This is an optimization exercise on Yosys and OpenROAD, whose aim is small area, a short achievable clock period and few clock cycles, not a production implementation.
Function was checked by simulation only, so behaviour that the tests miss may differ from the original.
Power and IR drop assume default switching activity.

===== flow/design.v =====
module ao21x32 (input [31:0] a, input [31:0] b, input [31:0] c, output [31:0] y);
    assign y = (a & b) | c;
endmodule
module xor32 (input [31:0] a, input [31:0] b, output [31:0] y);
    assign y = a ^ b;
endmodule
module and32 (input [31:0] a, input [31:0] b, output [31:0] y);
    assign y = a & b;
endmodule
module ks32 (input [31:0] g, input [31:0] p, input ci, output [32:0] c);
    reg [31:0] G [0:5];
    reg [31:0] P [0:5];
    integer k, i;
    always @(*) begin
        G[0] = g;
        P[0] = p;
        G[0][0] = g[0] | (p[0] & ci);
        for (k = 0; k < 5; k = k + 1) begin
            for (i = 0; i < 32; i = i + 1) begin
                if (i >= (1 << k)) begin
                    G[k+1][i] = G[k][i] | (P[k][i] & G[k][i - (1 << k)]);
                    P[k+1][i] = P[k][i] & P[k][i - (1 << k)];
                end else begin
                    G[k+1][i] = G[k][i];
                    P[k+1][i] = P[k][i];
                end
            end
        end
    end
    assign c = {G[5], ci};
endmodule
module ao211x32 (input [31:0] a1, input [31:0] a2, input [31:0] b, input [31:0] c, output [31:0] y);
    assign y = (a1 & a2) | b | c;
endmodule
module nor2x32 (input [31:0] a, input [31:0] b, output [31:0] y);
    assign y = ~(a | b);
endmodule
module add32 (input [31:0] a, input [31:0] b, input sub, output [31:0] sum, output borrow);
    wire [31:0] bx, t, g;
    wire [32:0] c;
    xor32 u_bx (.a(b), .b({32{sub}}), .y(bx));
    xor32 u_t  (.a(a), .b(bx), .y(t));
    and32 u_g  (.a(a), .b(bx), .y(g));
    ks32  u_c  (.g(g), .p(t), .ci(sub), .c(c));
    xor32 u_s  (.a(t), .b(c[31:0]), .y(sum));
    assign borrow = ~c[32];
endmodule
module alu32 (
    input  [31:0] a,
    input  [31:0] b,
    input         sub,       
    input         r_add, r_logic, r_slt, r_sltu, r_shift,
    input  [1:0]  lop,       
    input         sh_left, sh_arith,
    output        eq,        
    output [31:0] y
);
    wire [31:0] sum;
    wire borrow;                             
    add32 u_add (.a(a), .b(b), .sub(sub), .sum(sum), .borrow(borrow));
    wire lt_s = borrow ^ a[31] ^ b[31];      
    wire [31:0] x_and = a & b;
    wire [31:0] x_or  = a | b;
    wire [31:0] x_xor = a ^ b;
    reg  [31:0] lg;
    always @(*) begin
        case (lop)
            2'd0: lg = x_and;
            2'd1: lg = x_or;
            2'd2: lg = x_xor;
            default: lg = ~x_or;
        endcase
    end
    assign eq = (a == b);
    wire fill = sh_arith & b[31];
    wire big = |a[31:5];
    reg [31:0] x [0:5];
    integer k, i, s;
    always @(*) begin
        x[0] = b;
        for (k = 0; k < 5; k = k + 1) begin
            s = 1 << k;
            for (i = 0; i < 32; i = i + 1) begin
                if (!a[k])
                    x[k+1][i] = x[k][i];
                else if (sh_left)
                    x[k+1][i] = (i >= s) ? x[k][i-s] : 1'b0;
                else
                    x[k+1][i] = (i + s < 32) ? x[k][i+s] : fill;
            end
        end
    end
    wire [31:0] sh = big ? {32{fill}} : x[5];
    wire [31:0] other = ({32{r_logic}} & lg) | ({32{r_shift}} & sh);
    wire [31:0] y_hi;
    ao21x32 u_y (.a(sum), .b({32{r_add}}), .c(other), .y(y_hi));
    assign y = {y_hi[31:1], y_hi[0] | (r_slt & lt_s) | (r_sltu & borrow)};
endmodule
module rf_aoi222 (input a1, a2, b1, b2, c1, c2, output y);
    assign y = ~((a1 & a2) | (b1 & b2) | (c1 & c2));
endmodule
module rf_nand2 (input a, b, output y);
    assign y = ~(a & b);
endmodule
module rf_nand3 (input a, b, c, output y);
    assign y = ~(a & b & c);
endmodule
module rf_nand4 (input a, b, c, d, output y);
    assign y = ~(a & b & c & d);
endmodule
module rf_nor3 (input a, b, c, output y);
    assign y = ~(a | b | c);
endmodule
module rf_rbit (input [30:0] d, input [30:0] s, output yn);
    wire [10:0] t;
    genvar g;
    generate
        for (g = 0; g < 10; g = g + 1) begin : g_aoi
            rf_aoi222 u (.a1(d[3*g]), .a2(s[3*g]), .b1(d[3*g+1]), .b2(s[3*g+1]),
                         .c1(d[3*g+2]), .c2(s[3*g+2]), .y(t[g]));
        end
    endgenerate
    rf_nand2 u_n2 (.a(d[30]), .b(s[30]), .y(t[10]));
    wire u0, u1, u2;
    rf_nand4 u_a (.a(t[0]), .b(t[1]), .c(t[2]), .d(t[3]), .y(u0));
    rf_nand4 u_b (.a(t[4]), .b(t[5]), .c(t[6]), .d(t[7]), .y(u1));
    rf_nand3 u_c (.a(t[8]), .b(t[9]), .c(t[10]), .y(u2));
    rf_nor3  u_o (.a(u0), .b(u1), .c(u2), .y(yn));
endmodule
module registerfile32 (
    input         clk,
    input         reset,
    input         we,
    input  [4:0]  wa,
    input  [31:0] wd,
    input  [4:0]  ra1,
    input  [4:0]  ra2,
    output [31:0] rd1n,      
    output [31:0] rd2n
);
    reg [31:0] r [1:31];
    wire [31:0] wdg = reset ? 32'd0 : wd;
    wire [30:0] s1, s2;
    genvar i, j;
    generate
        for (i = 1; i < 32; i = i + 1) begin : g_reg
            wire en = reset | (we & (wa == i));
            always @(posedge clk)
                if (en) r[i] <= wdg;
            assign s1[i-1] = (ra1 == i);
            assign s2[i-1] = (ra2 == i);
        end
        for (j = 0; j < 32; j = j + 1) begin : g_bit
            wire [30:0] d;
            for (i = 1; i < 32; i = i + 1) begin : g_d
                assign d[i-1] = r[i][j];
            end
            rf_rbit u1 (.d(d), .s(s1), .yn(rd1n[j]));
            rf_rbit u2 (.d(d), .s(s2), .yn(rd2n[j]));
        end
    endgenerate
endmodule
module MISP(
    input           clk,
    input           reset,
    output [31:0]   imem_addr,
    input  [31:0]   imem_data,
    output [31:0]   dmem_addr,
    output [31:0]   dmem_wdata,
    output          dmem_we,
    output          dmem_re,
    input  [31:0]   dmem_rdata
);
    reg  [9:0]  pc;
    reg  [31:0] f_ins;       
    reg         f_v;         
    wire        stall;       
    wire        e_taken;
    reg  [31:0] e_aux;
    wire        f_j    = (imem_data[31:26] == 6'b000010);
    wire [9:0]  pc_seq = pc + 10'd1;
    wire [9:0]  pc_br  = pc + e_aux[9:0];
    wire [9:0]  pc_nxt = e_taken ? pc_br : stall ? pc : f_j ? imem_data[9:0] : pc_seq;
    wire [31:0] ins = f_ins;
    wire [5:0]  op  = ins[31:26];
    wire [5:0]  fn  = ins[5:0];
    wire [4:0]  rs  = ins[25:21];
    wire [4:0]  rt  = ins[20:16];
    wire [4:0]  rd  = ins[15:11];
    wire [15:0] imm = ins[15:0];
    wire        is_j = (op == 6'b000010);
    wire is_r   = (op == 6'b000000);
    wire is_ia  = (op[5:3] == 3'b001);
    wire is_lw  = (op == 6'b100011);
    wire is_sw  = (op == 6'b101011);
    wire is_beq = (op == 6'b000100);
    wire is_bne = (op == 6'b000101);
    wire is_lui = (op == 6'b001111);
    wire is_csh = is_r & (fn[5:2] == 4'b0000);       
    wire [4:0] d_wa  = is_r ? rd : rt;
    wire       d_wen = (is_r | is_ia | is_lw) & (d_wa != 5'd0);
    wire       d_sub    = is_r ? (fn[5] & fn[1] & ~fn[2]) : is_ia & (op[2:1] == 2'b01);
    wire       d_radd   = is_r ? (fn[5:2] == 4'b1000) : (is_lw | is_sw | is_lui | (is_ia & (op[2:1] == 2'b00)));
    wire       d_rlogic = is_r ? (fn[5:2] == 4'b1001) : is_ia & (op[2:1] != 2'b01) & (op[2] & ~(op[1] & op[0]));
    wire [1:0] d_lop    = is_r ? fn[1:0] : op[1:0];
    wire       d_rslt   = is_r ? (fn == 6'b101010) : is_ia & (op[2:0] == 3'b010);
    wire       d_rsltu  = is_r ? (fn == 6'b101011) : is_ia & (op[2:0] == 3'b011);
    wire       d_rshift = is_r & ~fn[5];
    wire       uses_rt  = is_r | is_sw | is_beq | is_bne;
    wire       use_imm  = ~(is_r | is_beq | is_bne);
    reg [31:0] e_a, e_b;             
    reg [4:0]  e_wa;
    reg        e_wen, e_load, e_store, e_beq, e_bne;
    reg        e_sub, e_radd, e_rlogic, e_rslt, e_rsltu, e_rshift;
    reg [1:0]  e_lop;
    reg        e_shleft, e_sharith;
    wire [31:0] e_y;
    wire        e_eq;
    alu32 alu (
        .a(e_a), .b(e_b), .sub(e_sub),
        .r_add(e_radd), .r_logic(e_rlogic), .r_slt(e_rslt), .r_sltu(e_rsltu),
        .r_shift(e_rshift), .lop(e_lop),
        .sh_left(e_shleft), .sh_arith(e_sharith),
        .eq(e_eq), .y(e_y)
    );
    assign      e_taken = (e_beq & e_eq) | (e_bne & ~e_eq);
    assign stall = e_load & e_wen & ~is_j & ((e_wa == rs) | (uses_rt & (e_wa == rt)));
    reg [31:0] m_val, m_wd;
    reg [4:0]  m_wa;
    reg        m_wen, m_load, m_store;
    wire [31:0] m_res = m_load ? dmem_rdata : m_val;
    wire [31:0] rd1n, rd2n;      
    registerfile32 rf (
        .clk(clk), .reset(reset),
        .we(m_wen), .wa(m_wa), .wd(m_res),
        .ra1(rs), .ra2(rt), .rd1n(rd1n), .rd2n(rd2n)
    );
    wire a_e  = e_wen & (e_wa == rs);
    wire a_m  = ~a_e & m_wen & (m_wa == rs);
    wire a_rf = ~a_e & ~a_m;
    wire b_e  = e_wen & (e_wa == rt);
    wire b_m  = ~b_e & m_wen & (m_wa == rt);
    wire b_rf = ~b_e & ~b_m;
    wire a_reg = ~(is_csh | is_lui);     
    wire [31:0] immx = is_lui ? {imm, 16'd0} : {{16{imm[15]}}, imm};
    wire        a_es = a_reg & a_e,   a_ms = a_reg & a_m,   a_rs = a_reg & a_rf;
    wire        b_es = ~use_imm & b_e, b_ms = ~use_imm & b_m, b_rs = ~use_imm & b_rf;
    wire        x_es = is_sw & b_e,   x_ms = is_sw & b_m,   x_rs = is_sw & b_rf;
    wire [31:0] a_oth = ({32{a_ms}} & m_res) | {27'd0, ins[10:6] & {5{is_csh}}};
    wire [31:0] b_oth = ({32{b_ms}} & m_res) | (immx & {32{use_imm}});
    wire [31:0] x_oth = ({32{x_ms}} & m_res) | ({22'd0, imm[9:0] - 10'd1} & {32{~is_sw}});
    wire [31:0] a_reg_v, b_reg_v, x_reg_v;
    nor2x32 u_ra (.a(rd1n), .b({32{~a_rs}}), .y(a_reg_v));
    nor2x32 u_rb (.a(rd2n), .b({32{~b_rs}}), .y(b_reg_v));
    nor2x32 u_rx (.a(rd2n), .b({32{~x_rs}}), .y(x_reg_v));
    wire [31:0] d_a, d_b, d_aux;
    ao211x32 u_ba (.a1(e_y), .a2({32{a_es}}), .b(a_reg_v), .c(a_oth), .y(d_a));
    ao211x32 u_bb (.a1(e_y), .a2({32{b_es}}), .b(b_reg_v), .c(b_oth), .y(d_b));
    ao211x32 u_bx (.a1(e_y), .a2({32{x_es}}), .b(x_reg_v), .c(x_oth), .y(d_aux));
    wire        bub = reset | stall | ~f_v;
    always @(posedge clk) begin
        pc   <= reset ? 10'd0 : pc_nxt;
        if (~stall | reset) begin
            f_ins <= imem_data;
            f_v   <= ~reset;
        end
        m_val   <= e_y;
        m_wd    <= e_aux;
        m_wa    <= e_wa;
        m_wen   <= ~reset & e_wen;
        m_load  <= ~reset & e_load;
        m_store <= ~reset & e_store;
        e_a   <= d_a;
        e_b   <= d_b;
        e_aux <= d_aux;
        e_wa  <= d_wa;
        e_wen   <= ~bub & d_wen;
        e_load  <= ~bub & is_lw;
        e_store <= ~bub & is_sw;
        e_beq   <= ~bub & is_beq;
        e_bne   <= ~bub & is_bne;
        e_sub     <= d_sub;
        e_radd    <= d_radd;
        e_rlogic  <= d_rlogic;
        e_lop     <= d_lop;
        e_rslt    <= d_rslt;
        e_rsltu   <= d_rsltu;
        e_rshift  <= d_rshift;
        e_shleft  <= ~fn[1];
        e_sharith <= fn[0];
    end
    assign imem_addr  = {20'd0, pc, 2'b00};
    assign dmem_addr  = m_val;
    assign dmem_wdata = m_wd;
    assign dmem_we    = m_store;
    assign dmem_re    = m_load;
endmodule

===== flow/run.sh =====
#!/bin/bash
# synth_recipe.tcl (not shown) runs the flow's synth.tcl, then flattens the netlist and writes it again
# the make line also repeats each setting of config.mk as NAME=value (left out here)
make -C /OpenROAD-flow-scripts/flow DESIGN_CONFIG=/design/flow/config.mk WORK_HOME=/design/flow/orfs CLKGATE_MAP_FILE= SYNTH_SCRIPT=/design/flow/synth_recipe.tcl finish

===== flow/config.mk =====
export PLATFORM = sky130hd
export DESIGN_NAME = MISP
export DESIGN_NICKNAME = MISP
export VERILOG_FILES = /design/flow/design.v
export SDC_FILE = /design/flow/constraint.sdc
export NUM_CORES = 4
export LEC_CHECK = 0
export CAP_MARGIN = 20
export CORE_MARGIN = 2
export CORE_UTILIZATION = 40
export PLACE_DENSITY = 0.5
export SETUP_SLACK_MARGIN = 4.0
export SLEW_MARGIN = 20
export SYNTH_HIERARCHICAL = 1

===== flow/constraint.sdc =====
create_clock -name core_clock -period 7.0 [get_ports {clk}]
set_input_delay 1.4000 -clock core_clock [delete_from_list [all_inputs] [get_ports {clk}]]
set_output_delay 1.4000 -clock core_clock [all_outputs]
set_load 0.01 [all_outputs]

==> summary.md, run 1 <==
| Metric | Value |
|---|---|
| Run status | `timing/DRC/antenna clean` |
| Largest fanout on the critical path | `8` |
| Initial antenna violation count | `5` |
| Fin crit period | `3.31 ns` |
| Starting Density | `0.402` |
| Setup CP Type | `reg -> reg` |
| Syn Area/Cell | `13.1 um^2` |
| Reg area | `~35000 um^2` |
| Startpoint Class | `register` |
| Worst R2R Setup Slack | `3.69 ns` |
| Max Cap Viol | `0` |
| Static leakage | `27.1 nW` |
| Area used by multi-input combinational logic | `about 24000 um^2` |
| RSZ-0062 raised after global routing | `true` |
| Crit. End Element | `register` |
| Worst EP required | `7.67 ns` |
| Top FF cell, synth | `edfxtp_1` |
| Drt total wl | `273 mm` |
| Post-synthesis cell count | `4411` |
| Hold_sp | `e_aux[20]` |
| Crit-path slowest cell | `dfxtp_4` |
| CTS buffer count | `137` |
| CTS Buffer Depth | `3` |
| Row count | `roughly 140` |
| Most frequent cells in the layout | `edfxtp_1, a222oi_1, nor2_1` |
| RePlAce Congestion | `0.970` |
| DR WL/cell | `39.1 um` |
| Share of cells above drive strength 1 | `0.234` |
| Final worst slack | `3.69 ns` |
| Final Cycle Share | `0.472` |
| Drc violations | `0` |
| Setup_tns | `0 ns` |
| Yosys reg bits | `1223` |
| Routed Antenna Nets | `0` |
| Core Area | `143000 um^2` |
| EDFF count, synth | `between 1k and 1.5k` |
| Die height | `383 um` |
| CTS tree | `done` |
| Hold Crit Class | `reg -> reg` |
| Clock Sinks | `~1.2k` |
| Slew Limit Fails | `0` |
| Critical path cell sequence | `buf_12, xor2_2, xor2_1, buf_4, and4_1, a21o_1, o21a_4, o21ai_4, a31oi_4, nor2_4, buf_6, buf_6, o21ai_2, xor2_1, a21o_1, a211o_1` |
| Nets | `5098` |
| Clk pin slew, worst setup/hold paths | `0.06 ns` |
| R2r endpoint | `e_aux[23]` |
| Vias in the first global route | `roughly 45k` |
| First-pass GRT wire length | `368 mm` |
| Critical Path AT | `3.98 ns` |
| Clk Latency, worst-skew pair | `0.81 ns` |
| CTS H-tree depth | `4` |
| Hold Path Sink | `m_wd[20]` |
| VDD IR max | `0.000223 V` |
| Async set-reset flop share out of synthesis | `0` |
| Slowest stage delay, CP | `0.40 ns` |
| Post-CTS Hold Buffers | `0` |
| Routed vias | `just under 50k` |
| First-pass DRT Iterations | `11` |
| PwrDens | `268 nW/um^2` |
| Synth Warn # | `14` |
| Clock Skew | `about 0.065 ns` |
| 1st-iter DRT viols | `9926` |
| Die X-Extent | `roughly 380 um` |
| PortBufs | `141` |
| Maximum number of pins on one net before global-route repair | `65` |
| Synth unique cells | `106` |
| Root Driver | `clkbuf_16` |
| Final hold vios | `0` |
| Worst slew margin | `0.185` |
| Synthesized area | `57600 um^2` |
| Fillers | `12.5k` |
| Worst r2r path cells | `16` |
| Setup-failing EPs final | `0` |
| # IOs | `164` |
| FF-to-FF Start | `e_sub` |
| Synth-to-layout area growth | `26.1%` |
| Hpwl dp | `169 mm` |
| GRT overflow | `0` |
| Worst hold path depth | `0` |
| DR vias/cell | `6.99` |
| Fmax | `between 0.3 and 0.4 GHz` |
| Sequential share of the synthesized area | `0.603` |
| Die area | `147000 um^2` |
| Total GRT Usage | `0.356` |
| Worst-margin pin slew | `between 1 and 1.5 ns` |
| Most common cell after layout, fill and taps aside | `edfxtp_1` |
| Place WS | `2.86 ns` |
## timing repair
| action | in CTS | in global routing |
|---|---|---|
| buffers inserted | 165 | 71 |
| cloned | 23 | 10 |
| pin swaps | 256 | 167 |
| endpoints found under the setup margin | 290 | 157 |
| resized for setup | 519 | 196 |
## critical path, delay by kind of cell (launching register included)
family | cells | cell delay (ns)
buf+inv | 4 | 0.53
simple gates | 2 | 0.32
xor+xnor | 3 | 0.54
compound gates | 7 | 1.36
flops | 1 | 0.40
## per-stage QoR
stage / utilization / instances / total power, W / instance area [um^2] / hold slack, ns
6_report: 0.507 / 6972 / 0.0195 / 72700 / 0.328
5_1_grt: 0.507 / 6969 / 0.0200 / 72600 / 0.342
4_1_cts: 0.495 / 6888 / 0.0193 / 71000 / 0.327
3_5_place_dp: 0.436 / 6449 / 0.0116 / 62500 / 0.314
3_3_place_gp: 0.436 / 6447 / 0.0116 / 62500 / 0.317
2_1_floorplan: - / 4432 / 0.0103 / 57800 / 0.310
## synthesized netlist by cell type, types with 21 or more instances
master,n,share of area
o21bai_1,22,0.0029
and2_1,41,0.0045
a211oi_1,49,0.0064
o211ai_1,41,0.0053
ha_1,77,0.017
clkbuf_1,76,0.0050
nand4_1,143,0.016
o21ai_0,101,0.0088
xor2_1,116,0.018
a21o_1,72,0.0094
a211o_1,99,0.015
dfxtp_1,198,0.069
edfxtp_1,1025,0.53
nor2b_1,43,0.0047
buf_2,37,0.0032
inv_1,124,0.0081
nand2b_1,23,0.0025
o22ai_1,50,0.0054
nand3_1,100,0.0087
nand2_1,238,0.016
buf_4,36,0.0047
mux2i_1,138,0.024
nor2_1,351,0.023
nor4_1,22,0.0024
a222oi_1,640,0.11
nor3_2,70,0.012
a21oi_1,108,0.0094
nor3_1,63,0.0055
xnor2_1,21,0.0032
## per-module statistics from Yosys (local to each module, per instance), a selection
module          area (um^2)  times used  cells inside  flip-flops and latches
MISP                   8110           1           757                     231
rf_nand2               3.75          64             1                       0
nor2x32                 120           3            32                       0
ks32                    825           1           139                       0
rf_aoi222              10.0         640             1                       0
and32                   200           1            32                       0
rf_nand3               5.00          64             1                       0
ao211x32                280           3            32                       0
rf_nor3                10.0          64             1                       0
rf_nand4               6.26         128             1                       0
registerfile32        30800           1          1173                     992
## state kept, by name, summed over array words and instances (netlist names), 2 cells and up
name	count
e_a	32
e_aux	32
e_b	32
e_lop	2
e_wa	5
f_ins	32
m_val	32
m_wa	5
m_wd	32
pc	10
rf.r	992
## power by group
| part | switching [W] | leakage, nW | total, W | internal [W] |
|---|---|---|---|---|
| registers | 0.000426 | 12.2 | 0.00884 | 0.00841 |
| logic | 0.00219 | 12.7 | 0.00338 | 0.00119 |
| clock network | 0.00314 | 2.17 | 0.00729 | 0.00415 |
| total | 0.00576 | 27.1 | 0.0195 | 0.0138 |
## cell families (layout without fill, tap and decap cells)
kind of cell,Yosys count,in the layout,synth area share
AO/OA/AOI/OAI,1364,1364,0.202
XOR/XNOR,137,137,0.0208
adder cells (fa/ha/maj),78,78,0.0171
buffers and inverters,299,931,0.0253
flip-flops,1223,1223,0.603
multiplexers,154,154,0.0290
other,1,25,0.0000651
AND/OR/NAND/NOR,1155,1157,0.103
## cell type report
class,instances,share of cell area
repair buffers,555,0.0843
diodes,3,0.000103
clock buffers,188,0.0519
inverters,125,0.00672
clock inverters,63,0.0101
flip-flops and latches,1223,0.480
multi-input cells,2912,0.334
well taps,1903,0.0328
## metal layers
| layer | part of all wire | global-route usage |
|---|---|---|
| met3 | 0.12 | 0.0940 |
| met4 | 0.060 | 0.186 |
| met5 | 0.000077 | 0.000975 |
| met1 | 0.39 | 0.478 |
| met2 | 0.43 | 0.528 |
## worst max path at each step
stage | start | endpoint | slack (ns) | cells after the start
2_1_floorplan | reset | rf.r[11][0] | 3.95 | 3
3_3_place_gp | e_shleft | e_b[7] | 2.74 | 9
5_1_grt | e_sub | e_a[31] | 3.62 | 16
6_report | e_sub | e_aux[23] | 3.69 | 16
4_1_cts | e_sub | e_b[24] | 3.72 | 14
3_5_place_dp | e_a[0] | e_aux[13] | 2.86 | 8
Testbench counts, summed over its fixed seeds: cycles 410,726.
==> run 2, diff against run 1 <==
--- a/flow/config.mk
+++ b/flow/config.mk
@@ -9,6 +9,6 @@
 export CORE_MARGIN = 2
 export CORE_UTILIZATION = 40
 export PLACE_DENSITY = 0.5
-export SETUP_SLACK_MARGIN = 4.0
+export SETUP_SLACK_MARGIN = 4.5
 export SLEW_MARGIN = 20
 export SYNTH_HIERARCHICAL = 1
==> run 2 against run 1 <==
Cell count is 1.9% higher. Die area stayed put. Synthesized area stayed put. Critical path type unchanged. First-iteration DRC count is 12% higher. Worst hold slack better by 0.0060 ns. Synthesized cell count stayed put. Largest power group unchanged. Non-clock buffer count is 112 higher.
==> summary.md, run 2 <==
| Metric | Value |
|---|---|
| Run status | `timing/DRC/antenna clean` |
| Cell Int Power | `0.0137 W` |
| Setup-failing EPs final | `0` |
| Synth Warn # | `14` |
| Met2 usage | `0.547` |
| Hpwl dp | `between 150 and 200 mm` |
| Routed Antenna Nets | `0` |
| Nets | `5231` |
| CTS H-tree depth | `4` |
| CTS tree | `done` |
| Fmax | `between 0.3 and 0.4 GHz` |
| First-pass GRT wire length | `384 mm` |
| PortBufs | `141` |
| Synth unique cells | `106` |
| Async set-reset flop share out of synthesis | `0` |
| Crit. End Element | `register` |
| Die height | `383 um` |
| Drt total wl | `290 mm` |
| Fillers | `12.2k` |
| Switching share of power | `0.302` |
| First-pass DRT Iterations | `12` |
| Maximum number of pins on one net before global-route repair | `74` |
| CTS buffer count | `137` |
| Most common cell after layout, fill and taps aside | `edfxtp_1` |
| Setup CP Type | `reg -> reg` |
| GR Util met1 | `0.510` |
| Sequential share of the synthesized area | `0.603` |
| Hold_sp | `e_aux[28]` |
| Final hold vios | `0` |
| Worst R2R Setup Slack | `3.69 ns` |
| Psw | `0.00595 W` |
| GRT overflow | `0` |
| Root Driver | `clkbuf_16` |
| Post-CTS Hold Buffers | `0` |
| Syn Area/Cell | `13.1 um^2` |
| EDFF count, synth | `1025` |
| GR peak layer | `met2` |
| Sequential Power Share | `0.449` |
| Die area | `around 150000 um^2` |
| Largest Register | `rf.r` |
| PwrDens | `261 nW/um^2` |
| Hold Crit Class | `reg -> reg` |
| # IOs | `164` |
| Most common cell in the synthesized netlist | `edfxtp_1` |
| Most frequent cells in the layout | `edfxtp_1, a222oi_1, buf_4` |
| Most common library cells after synthesis | `edfxtp_1, a222oi_1, nor2_1` |
| Static leakage | `27.9 nW` |
| Synth-to-layout area growth | `30.8%` |
| Initial antenna violation count | `11` |
| DR WL/cell | `40.8 um` |
| Total GRT Usage | `0.375` |
| Vias in the first global route | `46.3k` |
| Reg area | `~35000 um^2` |
| Largest fanout on the critical path | `6` |
| Drc violations | `0` |
| Synth area leaders | `edfxtp_1, a222oi_1, dfxtp_1, mux2i_1, nor2_1` |
| Routed vias | `50.4k` |
| Post-synthesis cell count | `4411` |
| Die X-Extent | `383 um` |
| Clk Latency, worst-skew pair | `around 0.8 ns` |
| Startpoint Class | `register` |
| Clock Sinks | `1223` |
| Worst-margin pin slew | `~0.96 ns` |
| RePlAce Congestion | `0.991` |
| Worst hold path depth | `0` |
| Share of the synthesized area in the top cell type | `0.534` |
| Share of cells above drive strength 1 | `0.300` |
| Worst hold slack | `0.334 ns` |
| DR vias/cell | `7.09` |
| Final Cycle Share | `0.473` |
| 1st-iter DRT viols | `11.1k` |
| Comb power frac | `0.194` |
| Setup_tns | `0 ns` |
| Clk pin slew, worst setup/hold paths | `0.06 ns` |
| RSZ-0062 raised after global routing | `true` |
| FF-to-FF Start | `e_sub` |
| Clk network pwr share | `0.357` |
| Critical Path AT | `3.98 ns` |
| Max Cap Viol | `0` |
| Max reg flops | `992` |
| Area used by multi-input combinational logic | `~26000 um^2` |
| VDD IR max | `0.000205 V` |
| Yosys reg bits | `1223` |
| Met3 usage | `0.0971` |
| R2r endpoint | `e_aux[28]` |
| Fin crit period | `3.31 ns` |
| Row count | `139` |
| Core Area | `143000 um^2` |
| Clock Skew | `0.0464 ns` |
| Worst r2r path cells | `13` |
| Cell taking the most area after synthesis | `edfxtp_1` |
| Slew Limit Fails | `0` |
| Top FF cell, synth | `edfxtp_1` |
| Worst slew margin | `0.358` |
| CTS Buffer Depth | `3` |
| Synthesized area | `57600 um^2` |
| Hold Path Sink | `m_wd[28]` |
| Starting Density | `0.402` |
| Worst EP required | `7.66 ns` |
==> run 2: cell counts after synthesis <==
Identical to the previous run, type by type.
==> run 2: logic make-up (layout without fill, tap and decap cells) <==
family,after synthesis,after routing,synth area share
compound gates,1364,1364,0.202
flops,1223,1223,0.603
simple gates,1155,1177,0.103
buf+inv,299,1042,0.0253
mux,154,155,0.0290
xor+xnor,137,137,0.0208
fa+ha+maj,78,78,0.0171
other cells,1,23,0.0000651
==> run 2: through the flow <==
step / total power, W / setup WS, ns / util / cells / area (um^2)
after floorplan: 0.0104 / 4.07 / - / 4432 / 58500
after global placement: 0.0116 / 2.65 / 0.438 / 6444 / 62700
after detailed placement: 0.0116 / 2.69 / 0.438 / 6445 / 62800
after CTS: 0.0194 / 3.76 / 0.512 / 7004 / 73300
after global routing: 0.0202 / 3.64 / 0.526 / 7101 / 75300
final: 0.0197 / 3.69 / 0.526 / 7102 / 75300
==> run 2: critical path, stage by stage (launching register included) <==
cell and delay [ns]:
dfxtp_4 0.38, buf_8 0.14, buf_16 0.15, xor2_4 0.20, xor2_2 0.20, a21o_1 0.24, a311oi_4 0.33, a2bb2oi_4 0.22
a31oi_4 0.15, nor2_4 0.25, o21ai_2 0.08, xor2_1 0.20, a21o_1 0.27, a211o_1 0.36
==> run 2: cell type report <==
cell class | count | area share
clock buffers | 186 | 0.0492
diodes | 1 | 0.0000332
well taps | 1903 | 0.0316
multi-input cells | 2933 | 0.340
clock inverters | 64 | 0.00825
flip-flops and latches | 1223 | 0.465
inverters | 125 | 0.00681
repair buffers | 667 | 0.0995
==> run 2: power groups by stage <==
stage          combinational, W  clock (W)  sequential (W)
2_1_floorplan           0.00159          0         0.00878
3_3_place_gp            0.00264          0         0.00897
5_1_grt                 0.00392    0.00736         0.00888
4_1_cts                 0.00349    0.00707         0.00882
6_report                0.00382    0.00702         0.00884
3_5_place_dp            0.00261          0         0.00898
==> run 2: repair_timing <==
item | 4_1_cts | 5_1_grt
gates cloned | 42 | 14
gates resized for setup | 1106 | 190
pin swaps | 341 | 157
buffers inserted | 267 | 83
endpoints found under the setup margin | 1448 | 740
==> run 2: layer usage <==
layer / wire (um) / part of all wire
met5: 40 / 0.00014
met4: 20000 / 0.069
met3: 37800 / 0.13
met2: 122000 / 0.42
met1: 110000 / 0.38
==> run 2: Yosys stat by module (local to each module, per instance), a selection <==
module,flops+latches,cell area [um^2],cells
registerfile32,992,30800,1173
rf_nand4,0,6.26,1
rf_nor3,0,10.0,1
rf_nand2,0,3.75,1
ao211x32,0,280,32
add32,0,3.75,1
and32,0,200,32
ks32,0,825,139
alu32,0,6920,1029
nor2x32,0,120,32
ao21x32,0,240,32
rf_aoi222,0,10.0,1
xor32,0,280,32
MISP,231,8110,757
rf_nand3,0,5.00,1
==> run 2: worst max-delay path by stage <==
| stage | startpoint | cells after the start | endpoint |
|---|---|---|---|
| finish | e_sub | 13 | e_aux[28] |
| global route | e_sub | 15 | e_a[20] |
| CTS | e_sub | 13 | e_aux[28] |
| detailed placement | e_shleft | 8 | e_a[10] |
| global placement | e_shleft | 8 | e_a[10] |
| floorplan | e_sub | 12 | e_a[31] |
==> run 3, diff against run 2 <==
--- a/flow/config.mk
+++ b/flow/config.mk
@@ -9,6 +9,6 @@
 export CORE_MARGIN = 2
 export CORE_UTILIZATION = 40
 export PLACE_DENSITY = 0.5
-export SETUP_SLACK_MARGIN = 4.5
+export SETUP_SLACK_MARGIN = 3.8
 export SLEW_MARGIN = 20
 export SYNTH_HIERARCHICAL = 1
==> run 3 against run 2 <==
Clock-buffer cell count is 8 lower. Sequential share of layout area is 3.0 points higher. Global-route usage is 3.2 points lower. Via count is 5.2% lower. Still clean. Fmax is 0.50% lower. Largest cell class unchanged. Worst hold slack worse by 0.0086 ns. Flip-flop and latch count stayed put. Power is 1.9% lower. Critical path type unchanged. Critical endpoint is now e_b[28]. Setup slack worse by 0.017 ns. Synthesized cell count stayed put. Sequential power hardly changed.
==> summary.md, run 3 <==
| Metric | Value |
|---|---|
| Run status | `timing/DRC/antenna clean` |
| Die height | `383 um` |
| Cell taking the most area after synthesis | `edfxtp_1` |
| Clock Sinks | `1223` |
| Post-synthesis compound-gate area fraction | `0.202` |
| Yosys reg bits | `between 1k and 1.5k` |
| Hpwl dp | `165 mm` |
| Top FF cell, synth | `edfxtp_1` |
| Worst hold slack | `0.325 ns` |
| Worst r2r path cells | `15` |
| Vias in the first global route | `44.6k` |
| Nets | `around 5.0k` |
| # IOs | `164` |
| Share of the synthesized area in the top cell type | `0.534` |
| Setup-failing EPs final | `0` |
| Drt total wl | `263 mm` |
| Crit-path slowest cell | `dfxtp_4` |
| Syn Area/Cell | `13.1 um^2` |
| First-pass GRT wire length | `355 mm` |
| Final hold vios | `0` |
| Die X-Extent | `about 380 um` |
| Die area | `147000 um^2` |
| Root Driver | `clkbuf_16` |
| Multiplexer share of the synthesized area | `0.0290` |
| Setup CP Type | `reg -> reg` |
| CTS buffer count | `138` |
| Dpl cells | `6451` |
| Initial antenna violation count | `6` |
| CTS Buffer Depth | `3` |
| Post-synthesis cell count | `4411` |
| Routed Antenna Nets | `0` |
| Clk Latency, worst-skew pair | `0.81 ns` |
| Max Cap Viol | `0` |
| Static leakage | `about 26 nW` |
| Critical path's top delay family | `compound AO/OA/AOI/OAI gates` |
| Design area | `70300 um^2` |
| Crit. path cell count | `15` |
| 1st-iter DRT viols | `9306` |
| Startpoint Class | `register` |
| Crit. End Element | `register` |
| Largest Register | `rf.r` |
| Maximum number of pins on one net before global-route repair | `65` |
| Total GRT Usage | `0.343` |
| XOR/XNOR Fraction of Synth Area | `0.0208` |
| Post-Synth Adder-Cell Area | `0.0171` |
| Diode count | `0` |
| Hold Crit Class | `reg -> reg` |
| Finished Layout Cells | `a little under 7k` |
| Final Cycle Share | `0.476` |
| Setup_tns | `0 ns` |
| Fillers | `about 13k` |
| Worst-margin pin slew | `1.20 ns` |
| First-pass DRT Iterations | `17` |
| Synth-to-layout area growth | `22.1%` |
| GRT overflow | `0` |
| Largest family of logic cells by synthesized area | `compound AO/OA/AOI/OAI gates` |
| DP Area | `between 60000 and 70000 um^2` |
| Most frequent cells in the layout | `edfxtp_1, a222oi_1, nor2_1` |
| Drc violations | `0` |
| Fmax | `0.300 GHz` |
| Most common cell on crit path | `a21o_1` |
| Max reg flops | `992` |
| WP buf/inv | `3` |
| Starting Density | `0.402` |
| Slowest stage delay, CP | `0.36 ns` |
| Sequential share of the synthesized area | `0.603` |
| Fin crit period | `~3.3 ns` |
| Synth area leaders | `edfxtp_1, a222oi_1, dfxtp_1, mux2i_1, nor2_1` |
| Row count | `139` |
| CTS H-tree depth | `4` |
| Critical path cell sequence | `buf_12, buf_6, xor2_4, xor2_2, and4_1, a21o_1, o21a_2, o21ai_4, a31oi_4, nor2_4, buf_4, o21ai_2, xor2_1, a21o_1, a211o_1` |
| EDFF count, synth | `1025` |
| RePlAce Congestion | `0.998` |
| CTS tree | `done` |
| Critical Path AT | `~4 ns` |
| Share of cells above drive strength 1 | `0.202` |
| Simple-Gate Fraction of Synth Area | `0.103` |
| Synthesized area | `between 50000 and 60000 um^2` |
| Slew Limit Fails | `0` |
| Synth unique cells | `106` |
| Largest fanout on the critical path | `5` |
| Routed vias | `between 40k and 50k` |
| DR vias/cell | `around 7` |
| Worst hold path depth | `0` |
| VDD IR max | `between 0.0002 and 0.0003 V` |
| RSZ-0062 raised after global routing | `true` |
| Clk pin slew, worst setup/hold paths | `0.06 ns` |
| Core Area | `143000 um^2` |
| Worst EP required | `7.67 ns` |
| Synth Warn # | `14` |
| Worst slew margin | `0.202` |
| Post-CTS Hold Buffers | `0` |
| Most common cell in the synthesized netlist | `edfxtp_1` |
| Async set-reset flop share out of synthesis | `0` |
| Most common cell after layout, fill and taps aside | `edfxtp_1` |
| PortBufs | `141` |
| Clock Skew | `0.0429 ns` |
| DR WL/cell | `38.3 um` |
| PwrDens | `275 nW/um^2` |
| Most common library cells after synthesis | `edfxtp_1, a222oi_1, nor2_1` |
-- run 3: cell count changes in the layout (fill, tap and decap cells not counted), moves of 17 or more --
cell             before  now
a211oi_1             19   40
buf_12               75   31
buf_16               26    3
buf_4               312  217
buf_6               147   33
clkbuf_1             41   24
clkdlybuf4s50_1      64  127
dfxtp_1              75  139
dfxtp_2              66   47
dfxtp_4              57   12
mux2i_1             110  135
nor2_1              273  297
nor3_4               46   22
o21ai_0              72   92
-- run 3: cells by family (layout without fill, tap and decap cells) --
| logic type | count (synthesis) | after routing |
|---|---|---|
| AOI/OAI and AO/OA | 1364 | 1364 |
| xor gates and xnor gates | 137 | 137 |
| adders and majority gates | 78 | 78 |
| buffers and inverters | 299 | 820 |
| DFF | 1223 | 1223 |
| muxes | 154 | 154 |
| other | 1 | 22 |
| and+or+nand+nor | 1155 | 1156 |
-- run 3: what timing repair did --
item,CTS,global route
setup buffers,79,63
endpoints found under the setup margin,199,131
pin swaps,95,108
cloned,4,10
gates resized for setup,288,132
-- run 3: final timing paths --
check	startpoint	endpoint	slack [ns]
worst min register to register	e_aux[17]	m_wd[17]	0.33
worst max-delay path	e_sub	e_b[28]	3.67
worst max register to register	e_sub	e_b[28]	3.67
worst min-delay path	e_aux[17]	m_wd[17]	0.33
-- run 3: Yosys stat by module, one instance, submodules excluded, excerpt --
module          cells  copies in the design  flip-flops and latches
ao21x32            32                     1                       0
xor32              32                     3                       0
rf_aoi222           1                   640                       0
MISP              757                     1                     231
registerfile32   1173                     1                     992
ao211x32           32                     3                       0
rf_nor3             1                    64                       0
alu32            1029                     1                       0
rf_nand3            1                    64                       0
and32              32                     1                       0
add32               1                     1                       0
ks32              139                     1                       0
nor2x32            32                     3                       0
rf_nand2            1                    64                       0
rf_nand4            1                   128                       0
-- run 3: through the flow --
step	utilization	worst slack, ns	total power [W]
final	0.491	3.67	0.0193
after global routing	0.491	3.58	0.0198
after CTS	0.481	3.72	0.0192
after detailed placement	0.436	2.50	0.0115
after global placement	0.435	2.52	0.0116
after floorplan	-	3.81	0.0103
-- run 3: per-layer routing --
layer | GRT usage | vias to the layer above | wire (um)
met3 | 0.0861 | 530 | 31200
li1 | - | 19632 | -
met1 | 0.464 | 24168 | 103000
met4 | 0.185 | 0 | 16100
met2 | 0.506 | 3426 | 113000
met5 | 0 | - | 0
-- run 3: power breakdown --
part           internal, W  switching (W)  total [W]  leakage, nW
registers          0.00841       0.000417    0.00882         12.2
clock network      0.00429        0.00309    0.00738         2.25
logic              0.00104        0.00207    0.00311         11.5
total               0.0137        0.00558     0.0193         25.9
-- run 3: area by class of cell --
| class | instances | area, um^2 | area share |
|---|---|---|---|
| Sequential cell | 1223 | 34800 | 0.495 |
| Clock inverter | 72 | 796 | 0.0113 |
| Multi-Input combinational cell | 2911 | 23500 | 0.334 |
| Tap cell | 1903 | 2380 | 0.0339 |
| Timing Repair Buffer | 445 | 4550 | 0.0648 |
| Clock buffer | 178 | 3790 | 0.0538 |
| Inverter | 125 | 483 | 0.00687 |
==> run 4, diff against run 3 <==
--- a/flow/config.mk
+++ b/flow/config.mk
@@ -9,6 +9,6 @@
 export CORE_MARGIN = 2
 export CORE_UTILIZATION = 40
 export PLACE_DENSITY = 0.5
-export SETUP_SLACK_MARGIN = 3.8
+export SETUP_SLACK_MARGIN = 3.5
 export SLEW_MARGIN = 20
 export SYNTH_HIERARCHICAL = 1
==> run 4 against run 3 <==
Via count shrank 0.37%. Utilization decreased by 1.5 points. Flip-flop and latch count did not move. Clock skew up 0.026 ns. Cell count decreased by 1.4%. Clock power is 2% lower. Combinational power is 8.4% lower. Final area decreased by 3.0%. Critical endpoint is now e_a[25]. Global-route usage down 0.20 points. Largest cell class unchanged.
==> summary.md, run 4 <==
| Metric | Value |
|---|---|
| Worst slew margin | `0.216` |
| Total GRT Usage | `0.341` |
| Final Cycle Share | `0.509` |
| 1st-iter DRT viols | `between 9k and 10k` |
| XOR/XNOR Fraction of Synth Area | `0.0208` |
| Clock Sinks | `around 1.2k` |
| EDFF count, synth | `1025` |
| Largest Register | `rf.r` |
| CTS buffer count | `136` |
| Die height | `between 300 and 400 um` |
| Final worst slack | `~3.4 ns` |
| VDD IR max | `0.000190 V` |
| Synthesized area | `57600 um^2` |
| PwrDens | `between 200 and 300 nW/um^2` |
| CTS H-tree depth | `4` |
| Post-Synth Adder-Cell Area | `0.0171` |
| Simple-Gate Fraction of Synth Area | `0.103` |
| Static leakage | `24.9 nW` |
| Syn Area/Cell | `13.1 um^2` |
| Critical Path AT | `4.30 ns` |
| Hpwl dp | `167 mm` |
| Share of cells above drive strength 1 | `0.162` |
| Most frequent cells in the layout | `edfxtp_1, a222oi_1, nor2_1` |
| Sequential Power Share | `0.467` |
| DR vias/cell | `7.04` |
| PortBufs | `141` |
| Vias in the first global route | `43.8k` |
| Async set-reset flop share out of synthesis | `0` |
| Die X-Extent | `around 380 um` |
| Synth-to-layout area growth | `18.5%` |
| Synth Warn # | `14` |
| Worst hold slack | `0.326 ns` |
| Pwr Total | `0.0189 W` |
| Worst EP required | `~7.7 ns` |
| First-pass DRT Iterations | `13` |
| Psw | `0.00553 W` |
| Cell Int Power | `0.0134 W` |
| Largest family of logic cells by synthesized area | `compound AO/OA/AOI/OAI gates` |
| Post-synthesis cell count | `4411` |
| Fin crit period | `approximately 3.6 ns` |
| Slew Limit Fails | `0` |
| Drc violations | `0` |
| Max reg flops | `992` |
| Clk Latency, worst-skew pair | `0.80 ns` |
| Core Area | `143000 um^2` |
| Maximum number of pins on one net before global-route repair | `75` |
| Top FF cell, synth | `edfxtp_1` |
| Post-CTS Hold Buffers | `0` |
| Cell taking the most area after synthesis | `edfxtp_1` |
| DR WL/cell | `38.5 um` |
| Initial antenna violation count | `2` |
| Synth area leaders | `edfxtp_1, a222oi_1, dfxtp_1, mux2i_1, nor2_1` |
| Design area | `68200 um^2` |
| Crit. End Element | `register` |
| Final hold vios | `0` |
| Starting Density | `0.402` |
| Startpoint Class | `register` |
| Clk pin slew, worst setup/hold paths | `0.06 ns` |
| Clk network pwr share | `0.382` |
| Setup_tns | `0 ns` |
| Post-synthesis compound-gate area fraction | `0.202` |
| Setup-failing EPs final | `0` |
| Nets | `4891` |
| Fmax | `0.281 GHz` |
| First-pass GRT wire length | `353 mm` |
| RePlAce Congestion | `1.03` |
| Place WS | `2.81 ns` |
| DP Area | `62500 um^2` |
| Sequential share of the synthesized area | `0.603` |
| Row count | `139` |
| Yosys reg bits | `1223` |
| Routed vias | `47.6k` |
| Max Cap Viol | `0` |
| GRT overflow | `0` |
| Routed Antenna Nets | `0` |
| Most common cell in the synthesized netlist | `edfxtp_1` |
| Largest fanout on the critical path | `12` |
| CTS Buffer Depth | `3` |
| CTS tree | `done` |
| Fillers | `12.8k` |
| Clock Skew | `about 0.07 ns` |
| Switching share of power | `0.292` |
| Drt total wl | `260 mm` |
| # IOs | `around 160` |
| Setup CP Type | `reg -> reg` |
| Most common cell after layout, fill and taps aside | `edfxtp_1` |
| Share of the synthesized area in the top cell type | `0.534` |
| Hold Crit Class | `reg -> reg` |
| RSZ-0062 raised after global routing | `true` |
| Multiplexer share of the synthesized area | `0.0290` |
| Most common library cells after synthesis | `edfxtp_1, a222oi_1, nor2_1` |
| Worst-margin pin slew | `1.18 ns` |
| Run status | `timing/DRC/antenna clean` |
| Comb power frac | `0.151` |
| Root Driver | `clkbuf_16` |
| Synth unique cells | `106` |
| Die area | `147000 um^2` |
-- run 4: cell types whose count changed in the layout (fill, tap and decap cells not counted), moves of 7 or more --
cell             delta
clkinv_1            +7
clkbuf_16           -8
nor3_2             +12
xor2_1              +9
dlygate4sd2_1      -13
dfxtp_2            -26
clkdlybuf4s50_1    +13
buf_4              -26
dfxtp_1            +31
nor3_4             -17
buf_6              -26
clkinv_2           -12
buf_12             -24
-- run 4: final cells by class --
class / count / area [um^2] / share of cell area
Sequential cell: 1223 / 34800 / 0.510
Multi-Input combinational cell: 2910 / 22900 / 0.335
Clock buffer: 182 / 3770 / 0.0552
Timing Repair Buffer: 351 / 3190 / 0.0467
Tap cell: 1903 / 2380 / 0.0349
Clock inverter: 65 / 762 / 0.0112
Inverter: 125 / 473 / 0.00693
Antenna cell: 1 / 2.50 / 0.0000367
-- run 4: modules after synthesis (local to each module, per instance), a selection --
module,cell area (um^2),cells,copies in the design,flip-flops and latches
rf_aoi222,10.0,1,640,0
rf_nor3,10.0,1,64,0
add32,3.75,1,1,0
MISP,8110,757,1,231
alu32,6920,1029,1,0
ao21x32,240,32,1,0
rf_nand3,5.00,1,64,0
nor2x32,120,32,3,0
xor32,280,32,3,0
and32,200,32,1,0
ao211x32,280,32,3,0
rf_nand4,6.26,1,128,0
-- run 4: cells by family after synthesis --
logic type | Yosys count
xor+xnor | 137
fa+ha+maj | 78
other cells | 1
compound gates | 1364
buf+inv | 299
mux | 154
flops | 1223
simple gates | 1155
-- run 4: per-stage QoR --
stage                      util  instances
after floorplan               -       4432
after global placement    0.436       6460
after detailed placement  0.436       6460
after CTS                 0.471       6726
after global routing      0.476       6759
final                     0.476       6760
-- run 4: power by group through the flow --
stage | combinational (W) | sequential, W | clock, W
detailed placement | 0.00258 | 0.00895 | 0
floorplan | 0.00155 | 0.00878 | 0
global placement | 0.00260 | 0.00894 | 0
CTS | 0.00265 | 0.00880 | 0.00732
global route | 0.00296 | 0.00887 | 0.00761
finish | 0.00285 | 0.00883 | 0.00723
-- run 4: routing by layer --
metal,up-vias,share of wire,track usage
li1,19451,-,-
met1,24108,0.40,0.474
met2,3537,0.43,0.494
met3,481,0.12,0.0788
met4,4,0.059,0.181
met5,-,0.00012,0
-- run 4: final timing paths --
path | from | to | slack, ns | cells past startpoint
worst max-delay path | e_b[31] | e_a[25] | 3.44 | 7
worst min-delay path | e_aux[17] | m_wd[17] | 0.33 | 0
worst max register to register | e_b[31] | e_a[25] | 3.44 | 7
worst min register to register | e_aux[17] | m_wd[17] | 0.33 | 0
-- run 4: worst max-delay path, cell delays in order, from the launching register on --
cell,delay (ns)
dfxtp_1,0.90
a21o_1,0.29
nand2_1,0.26
nor2_1,0.88
o21ai_0,0.29
a31oi_1,0.52
a21o_1,0.23
a211o_1,0.14
-- run 4: what timing repair did --
action | 4_1_cts | 5_1_grt
endpoints found under the setup margin | 150 | 92
gates cloned | 1 | 2
gates resized for setup | 76 | 89
pin swaps | 8 | 30
setup buffers | 18 | 31
==> run 5, diff against run 4 <==
--- a/flow/config.mk
+++ b/flow/config.mk
@@ -7,8 +7,8 @@
 export LEC_CHECK = 0
 export CAP_MARGIN = 20
 export CORE_MARGIN = 2
-export CORE_UTILIZATION = 40
-export PLACE_DENSITY = 0.5
-export SETUP_SLACK_MARGIN = 3.5
+export CORE_UTILIZATION = 55
+export PLACE_DENSITY = 0.62
+export SETUP_SLACK_MARGIN = 4.0
 export SLEW_MARGIN = 20
 export SYNTH_HIERARCHICAL = 1
==> run 5 against run 4 <==
Critical endpoint is now e_b[0]. Still clean. Setup slack gained 0.11 ns. Die area shrank 27%. Critical path depth grew 7. Worst hold slack lost 0.00060 ns.
==> summary.md, run 5 <==
| Metric | Value |
|---|---|
| Critical Path AT | `4.09 ns` |
| Core Area | `104000 um^2` |
| Largest Register | `rf.r` |
| Share of cells above drive strength 1 | `0.209` |
| Critical path cell sequence | `buf_6, buf_12, xor2_1, xor2_1, a21o_1, a311oi_2, a2bb2oi_2, buf_4, a31oi_4, nor2_4, o21ai_4, inv_2, a211o_1, a211o_1` |
| Starting Density | `0.556` |
| Critical path's top delay family | `compound AO/OA/AOI/OAI gates` |
| Setup CP Type | `reg -> reg` |
| Clock Sinks | `1223` |
| VDD IR max | `approximately 0.00023 V` |
| Initial antenna violation count | `7` |
| Total GRT Usage | `0.446` |
| Startpoint Class | `register` |
| Setup-failing EPs final | `0` |
| Clk pin slew, worst setup/hold paths | `0.06 ns` |
| Setup crit start | `e_sub` |
| Crit-path slowest cell | `dfxtp_4` |
| Row count | `118` |
| Largest fanout on the critical path | `7` |
| Share of the synthesized area in the top cell type | `0.534` |
| PortBufs | `between 100 and 150` |
| Synth area leaders | `edfxtp_1, a222oi_1, dfxtp_1, mux2i_1, nor2_1` |
| Worst slew margin | `0.198` |
| DR vias/cell | `7.78` |
| CTS tree | `done` |
| Worst-margin pin slew | `1.20 ns` |
| Max reg flops | `992` |
| Routed vias | `49.5k` |
| First-pass GRT wire length | `340 mm` |
| Drc violations | `0` |
| PwrDens | `268 nW/um^2` |
| Run status | `timing/DRC/antenna clean` |
| Die height | `328 um` |
| Post-CTS Hold Buffers | `0` |
| Clock Skew | `~0.089 ns` |
| Async set-reset flop share out of synthesis | `0` |
| Fmax | `0.290 GHz` |
| Slowest stage delay, CP | `0.36 ns` |
| Syn Area/Cell | `13.1 um^2` |
| Worst r2r path cells | `14` |
| Sequential share of the synthesized area | `0.603` |
| Crit. path cell count | `14` |
| Final Cycle Share | `0.493` |
| Hpwl dp | `149 mm` |
| 1st-iter DRT viols | `between 10k and 15k` |
| WL met2 | `~110 mm` |
| Cell taking the most area after synthesis | `edfxtp_1` |
| Most common library cells after synthesis | `edfxtp_1, a222oi_1, nor2_1` |
| End of the critical path | `e_b[0]` |
| Crit. End Element | `register` |
| Fin crit period | `between 3 and 4 ns` |
| RePlAce Congestion | `1.03` |
| Met3 routed WL | `39.9 mm` |
| CTS Buffer Depth | `3` |
| R2r endpoint | `e_b[0]` |
| Post-synthesis cell count | `4411` |
| Final Core Density | `0.672` |
| Hold Crit Class | `reg -> reg` |
| Synth-to-layout area growth | `20.9%` |
| Synth Warn # | `14` |
| # IOs | `164` |
| WP buf/inv | `4` |
| Most common cell in the synthesized netlist | `edfxtp_1` |
| Synth unique cells | `106` |
| Die X-Extent | `approximately 330 um` |
| Metal-1 WL | `83.1 mm` |
| Synthesized area | `57600 um^2` |
| CTS buffer count | `121` |
| GRT overflow | `0` |
| EDFF count, synth | `slightly above 1k` |
| Final hold vios | `0` |
| Most common cell after layout, fill and taps aside | `edfxtp_1` |
| Design area | `69600 um^2` |
| Most frequent cells in the layout | `edfxtp_1, a222oi_1, nor2_1` |
| Top FF cell, synth | `edfxtp_1` |
| DP Area | `61700 um^2` |
| Worst hold slack | `0.325 ns` |
| Slew Limit Fails | `0` |
| Static leakage | `26.2 nW` |
| Worst EP required | `7.63 ns` |
| First-pass DRT Iterations | `14` |
| Vias in the first global route | `approximately 46k` |
| Worst R2R Setup Slack | `3.55 ns` |
| Nets | `roughly 5.0k` |
| RSZ-0062 raised after global routing | `true` |
| Die area | `~110000 um^2` |
| Root Driver | `clkbuf_16` |
| Max Cap Viol | `0` |
| Highest Signal Layer | `met5` |
| DR WL/cell | `between 30 and 40 um` |
| Routed Antenna Nets | `0` |
| Yosys reg bits | `1223` |
| Drt total wl | `249 mm` |
| Clk Latency, worst-skew pair | `0.78 ns` |
| Maximum number of pins on one net before global-route repair | `65` |
| CTS H-tree depth | `3` |
| FF-to-FF Start | `e_sub` |
| Setup_tns | `0 ns` |
## run 5: cell count changes in the layout (fill, tap and decap cells not counted), sizes merged, moves of 6 or more
cell	previous run	this run
dlygate4sd2	0	64
clkinv	48	62
diode	1	8
clkdlybuf4s50	140	68
clkbuf	184	154
buf	209	331
bufinv	6	12
dlymetal6s2s	0	6
## run 5: cell families (layout without fill, tap and decap cells)
family / Yosys count / after routing / synth area share
compound gates: 1364 / 1364 / 0.202
xor+xnor: 137 / 137 / 0.0208
fa+ha+maj: 78 / 78 / 0.0171
buf+inv: 299 / 832 / 0.0253
flops: 1223 / 1223 / 0.603
mux: 154 / 155 / 0.0290
other cells: 1 / 30 / 0.0000651
simple gates: 1155 / 1162 / 0.103
## run 5: worst min-delay path by stage
stage	from	to	slack [ns]	depth (start not counted)
floorplan	e_aux[10]	m_wd[10]	0.31	0
global placement	e_aux[25]	m_wd[25]	0.31	0
detailed placement	e_aux[12]	m_wd[12]	0.31	0
CTS	e_aux[15]	m_wd[15]	0.33	0
global route	e_aux[31]	m_wd[31]	0.32	0
finish	e_aux[17]	m_wd[17]	0.33	0
## run 5: final cells by class
cell class	instances	area, um^2
Antenna cell	8	20.0
Clock buffer	149	3230
Clock inverter	79	833
Fill cell	7628	34000
Inverter	125	479
Multi-Input combinational cell	2918	23900
Sequential cell	1223	34900
Tap cell	1380	1730
Timing Repair Buffer	479	4570
## run 5: what timing repair did
item,CTS,global route
pin swaps,93,81
endpoints found under the setup margin,204,138
setup buffers,101,96
gates cloned,9,8
resized for setup,334,171
## run 5: report_power, final
group | leakage, nW | switching, W | internal (W)
combinational | 12.0 | 0.00211 | 0.00109
sequential | 12.2 | 0.000417 | 0.00841
clock | 1.98 | 0.00289 | 0.00373
## run 5: layer usage
layer	vias to the layer above	track usage
met4	2	0.262
li1	19717	-
met2	4649	0.664
met3	910	0.154
met1	24217	0.566
met5	-	0.0106
## run 5: through the flow
step	setup slack, ns	power (W)	cells
floorplan	3.95	0.0103	4432
global placement	2.61	0.0115	5911
detailed placement	2.55	0.0115	5911
CTS	3.70	0.0183	6249
finish	3.55	0.0186	6361
global route	3.45	0.0191	6358
## run 5: modules after synthesis, one instance, submodules excluded, excerpt
module,flops+latches,area (um^2),cells inside
xor32,0,280,32
and32,0,200,32
alu32,0,6920,1029
nor2x32,0,120,32
ao211x32,0,280,32
rf_nand3,0,5.00,1
add32,0,3.75,1
registerfile32,992,30800,1173
rf_aoi222,0,10.0,1
==> run 6, diff against run 5 <==
--- a/flow/config.mk
+++ b/flow/config.mk
@@ -7,8 +7,8 @@
 export LEC_CHECK = 0
 export CAP_MARGIN = 20
 export CORE_MARGIN = 2
-export CORE_UTILIZATION = 55
-export PLACE_DENSITY = 0.62
+export CORE_UTILIZATION = 48
+export PLACE_DENSITY = 0.55
 export SETUP_SLACK_MARGIN = 4.0
 export SLEW_MARGIN = 20
 export SYNTH_HIERARCHICAL = 1
==> run 6 against run 5 <==
Die area up 14%. Largest cell class unchanged. Non-clock buffer count up 29. Wire length up 2.8%. First-iteration DRC count down 14%. Highest routed layer unchanged.
==> summary.md, run 6 <==
| Metric | Value |
|---|---|
| Run status | `timing/DRC/antenna clean` |
| Clk Latency, worst-skew pair | `0.80 ns` |
| Routed Antenna Nets | `0` |
| Final hold vios | `0` |
| Most common library cells after synthesis | `edfxtp_1, a222oi_1, nor2_1` |
| Top FF cell, synth | `edfxtp_1` |
| CTS H-tree depth | `4` |
| Pwr Total | `around 0.019 W` |
| Synthesized area | `57600 um^2` |
| Worst-margin pin slew | `1.15 ns` |
| Sequential share of the synthesized area | `0.603` |
| Most common cell in the synthesized netlist | `edfxtp_1` |
| FF-to-FF Start | `e_sub` |
| CTS Buffer Depth | `3` |
| Worst hold path depth | `0` |
| Hpwl dp | `153 mm` |
| Share of the synthesized area in the top cell type | `0.534` |
| 1st-iter DRT viols | `10.6k` |
| Setup-failing EPs final | `0` |
| Fillers | `between 9k and 10k` |
| Share of cells above drive strength 1 | `0.222` |
| Post-synthesis compound-gate area fraction | `0.202` |
| Clk pin slew, worst setup/hold paths | `0.08 ns` |
| RSZ-0062 raised after global routing | `true` |
| Sequential Power Share | `0.460` |
| DR WL/cell | `38.6 um` |
| Final Cycle Share | `0.484` |
| Cell Int Power | `0.0136 W` |
| Worst slew margin | `0.236` |
| Nets | `5049` |
| Worst EP required | `7.64 ns` |
| Initial antenna violation count | `11` |
| # IOs | `approximately 160` |
| Routed vias | `48.7k` |
| Max Cap Viol | `0` |
| Slew Limit Fails | `0` |
| CTS buffer count | `134` |
| Vias in the first global route | `45.3k` |
| Worst r2r path cells | `13` |
| Synth unique cells | `about 110` |
| Fin crit period | `3.39 ns` |
| VDD IR max | `0.000248 V` |
| Drc violations | `0` |
| Crit. End Element | `register` |
| EDFF count, synth | `between 1k and 1.5k` |
| Setup CP Type | `reg -> reg` |
| Clk network pwr share | `0.367` |
| Synth-to-layout area growth | `23.3%` |
| Setup crit start | `e_sub` |
| Root Driver | `clkbuf_16` |
| GRT overflow | `0` |
| Setup_tns | `0 ns` |
| Syn Area/Cell | `13.1 um^2` |
| Max reg flops | `992` |
| Startpoint Class | `register` |
| Total GRT Usage | `0.400` |
| Critical Path AT | `4.03 ns` |
| Simple-Gate Fraction of Synth Area | `0.103` |
| Most common cell after layout, fill and taps aside | `edfxtp_1` |
| Hold Crit Class | `reg -> reg` |
| Drt total wl | `about 260 mm` |
| Cell taking the most area after synthesis | `edfxtp_1` |
| Fmax | `0.295 GHz` |
| Clock Sinks | `between 1k and 1.5k` |
| Switching share of power | `0.290` |
| RePlAce Congestion | `between 1 and 1.5` |
| DR vias/cell | `7.35` |
| XOR/XNOR Fraction of Synth Area | `0.0208` |
| Row count | `approximately 130` |
| Hold_sp | `e_aux[29]` |
| Synth Warn # | `14` |
| Die area | `~120000 um^2` |
| Comb power frac | `0.172` |
| Die X-Extent | `between 300 and 400 um` |
| Psw | `about 0.0056 W` |
| Place WS | `2.65 ns` |
| Async set-reset flop share out of synthesis | `0` |
| Clock Skew | `0.0752 ns` |
| First-pass GRT wire length | `346 mm` |
| Multiplexer share of the synthesized area | `0.0290` |
| Core Area | `119000 um^2` |
| Synth area leaders | `edfxtp_1, a222oi_1, dfxtp_1, mux2i_1, nor2_1` |
| Worst hold slack | `0.316 ns` |
| Largest fanout on the critical path | `7` |
| PwrDens | `about 270 nW/um^2` |
| Yosys reg bits | `1223` |
| PortBufs | `approximately 140` |
| Post-Synth Adder-Cell Area | `0.0171` |
| Final worst slack | `3.61 ns` |
| Post-CTS Hold Buffers | `0` |
| First-pass DRT Iterations | `14` |
| Starting Density | `0.482` |
| Static leakage | `26.5 nW` |
| Maximum number of pins on one net before global-route repair | `74` |
| Die height | `350 um` |
| Post-synthesis cell count | `4411` |
| Largest Register | `rf.r` |
| Most frequent cells in the layout | `edfxtp_1, a222oi_1, nor2_1` |
| Largest family of logic cells by synthesized area | `compound AO/OA/AOI/OAI gates` |
| CTS tree | `done` |
[run 6: cell counts after synthesis]
Identical to the previous run, type by type.
[run 6: final cells by class]
cell class                 count  area (um^2)  share of cell area
antenna                        7         17.5            0.000247
sequential                  1223        34900               0.492
timing repair buffer         508         4980              0.0702
clock buffer                 169         3630              0.0511
inverter                     125          488             0.00687
multi-input combinational   2913        24300               0.342
tap                         1612         2020              0.0284
clock inverter                68          692             0.00974
[run 6: Yosys stat by module, one instance, submodules excluded, excerpt]
| module | cell area [um^2] | flip-flops and latches |
|---|---|---|
| ao21x32 | 240 | 0 |
| xor32 | 280 | 0 |
| rf_aoi222 | 10.0 | 0 |
| rf_nand2 | 3.75 | 0 |
| rf_nand3 | 5.00 | 0 |
| MISP | 8110 | 231 |
[run 6: worst max-delay path, cell delays in order (launching register included)]
cell and delay, ns:
dfxtp_4 0.48, buf_6 0.16, xor2_2 0.20, xor2_2 0.25, nand3_1 0.15, a21boi_2 0.28, o21a_1 0.24, o21ai_4 0.10
a31oi_4 0.35, nor2_4 0.10, o21ai_4 0.24, inv_4 0.09, a211o_1 0.32, a211o_1 0.27
[run 6: per-layer routing]
metal	global-route usage	wire, um	vias up
li1	-	-	19776
met5	0	40	-
met2	0.603	113000	3888
met1	0.523	92400	24230
met3	0.114	33600	822
met4	0.214	16300	6
[run 6: cell families after synthesis]
group,after synthesis
multiplexers,154
XOR/XNOR,137
AND/OR/NAND/NOR,1155
AO/OA/AOI/OAI,1364
adder cells (fa/ha/maj),78
flip-flops,1223
other,1
buffers and inverters,299
[run 6: repair_timing]
item | 4_1_cts | 5_1_grt
pin swaps | 110 | 126
gates cloned | 4 | 12
gates resized for setup | 412 | 235
endpoints found under the setup margin | 250 | 142
buffers inserted | 130 | 80
hold endpoints to repair | 0 | 0
[run 6: power by group through the flow]
stage / Clock, W / Sequential (W) / Combinational (W)
3_3_place_gp: 0 / 0.00894 / 0.00256
6_report: 0.00703 / 0.00881 / 0.00329
5_1_grt: 0.00737 / 0.00885 / 0.00339
3_5_place_dp: 0 / 0.00896 / 0.00253
4_1_cts: 0.00707 / 0.00880 / 0.00292
2_1_floorplan: 0 / 0.00878 / 0.00156
[run 6: metrics by stage]
stage          cells  instance area (um^2)   util
2_1_floorplan   4432                 57800      -
3_3_place_gp    6155                 62000  0.519
3_5_place_dp    6155                 62100  0.520
4_1_cts         6526                 69100  0.578
5_1_grt         6621                 71000  0.594
6_report        6625                 71000  0.594
[run 6: path summary, 6_finish.rpt]
check	to	slack [ns]
max	e_aux[0]	3.61
max reg2reg	e_aux[0]	3.61
min	m_wd[29]	0.32
min reg2reg	m_wd[29]	0.32

-- separate check: timing with driven ports --
How much do the figures lean on ideal ports? The routed layouts below were timed once more, with nothing changed but the port constraints.
Step 1 sets driving cells, clkbuf_16 on the clock port and buf_2 on the other inputs (assumed; they add their load-dependent delay and slew).
Step 2, shift: input delay + t, output delay - t, t = (earliest + latest rising clock arrival at the registers) / 2. This alone moves slack from input paths to output paths.
Three values: ideal, step 1, step 2; two values: the first two.
run	t, ns	setup WS [ns]	worst setup path after step 2	clock arrival spread, ns	slew at the worst register clock pin (ns)
run 1	0.861	3.693 / 3.693 / 3.297	input to register	0.064 / 0.065	0.08 / 0.08
run 2	0.849	3.686 / 3.686 / 3.565	input to register	0.049 / 0.049	0.07 / 0.07
run 3	0.863	3.669 / 3.669 / 3.308	input to register	0.046 / 0.046	0.07 / 0.07
run 4	0.847	3.436 / 3.436 / 3.328	input to register	0.068 / 0.069	0.08 / 0.08
run 5	0.808	3.546 / 3.546 / 3.481	input to register	0.093 / 0.093	0.07 / 0.07
run 6	0.836	3.614 / 3.614 / 3.435	input to register	0.078 / 0.078	0.08 / 0.08
After both steps every run listed still meets setup and hold. The setup slack of run 1, which loses most, moves by 0.000 ns with the drivers and by -0.396 ns with both steps.
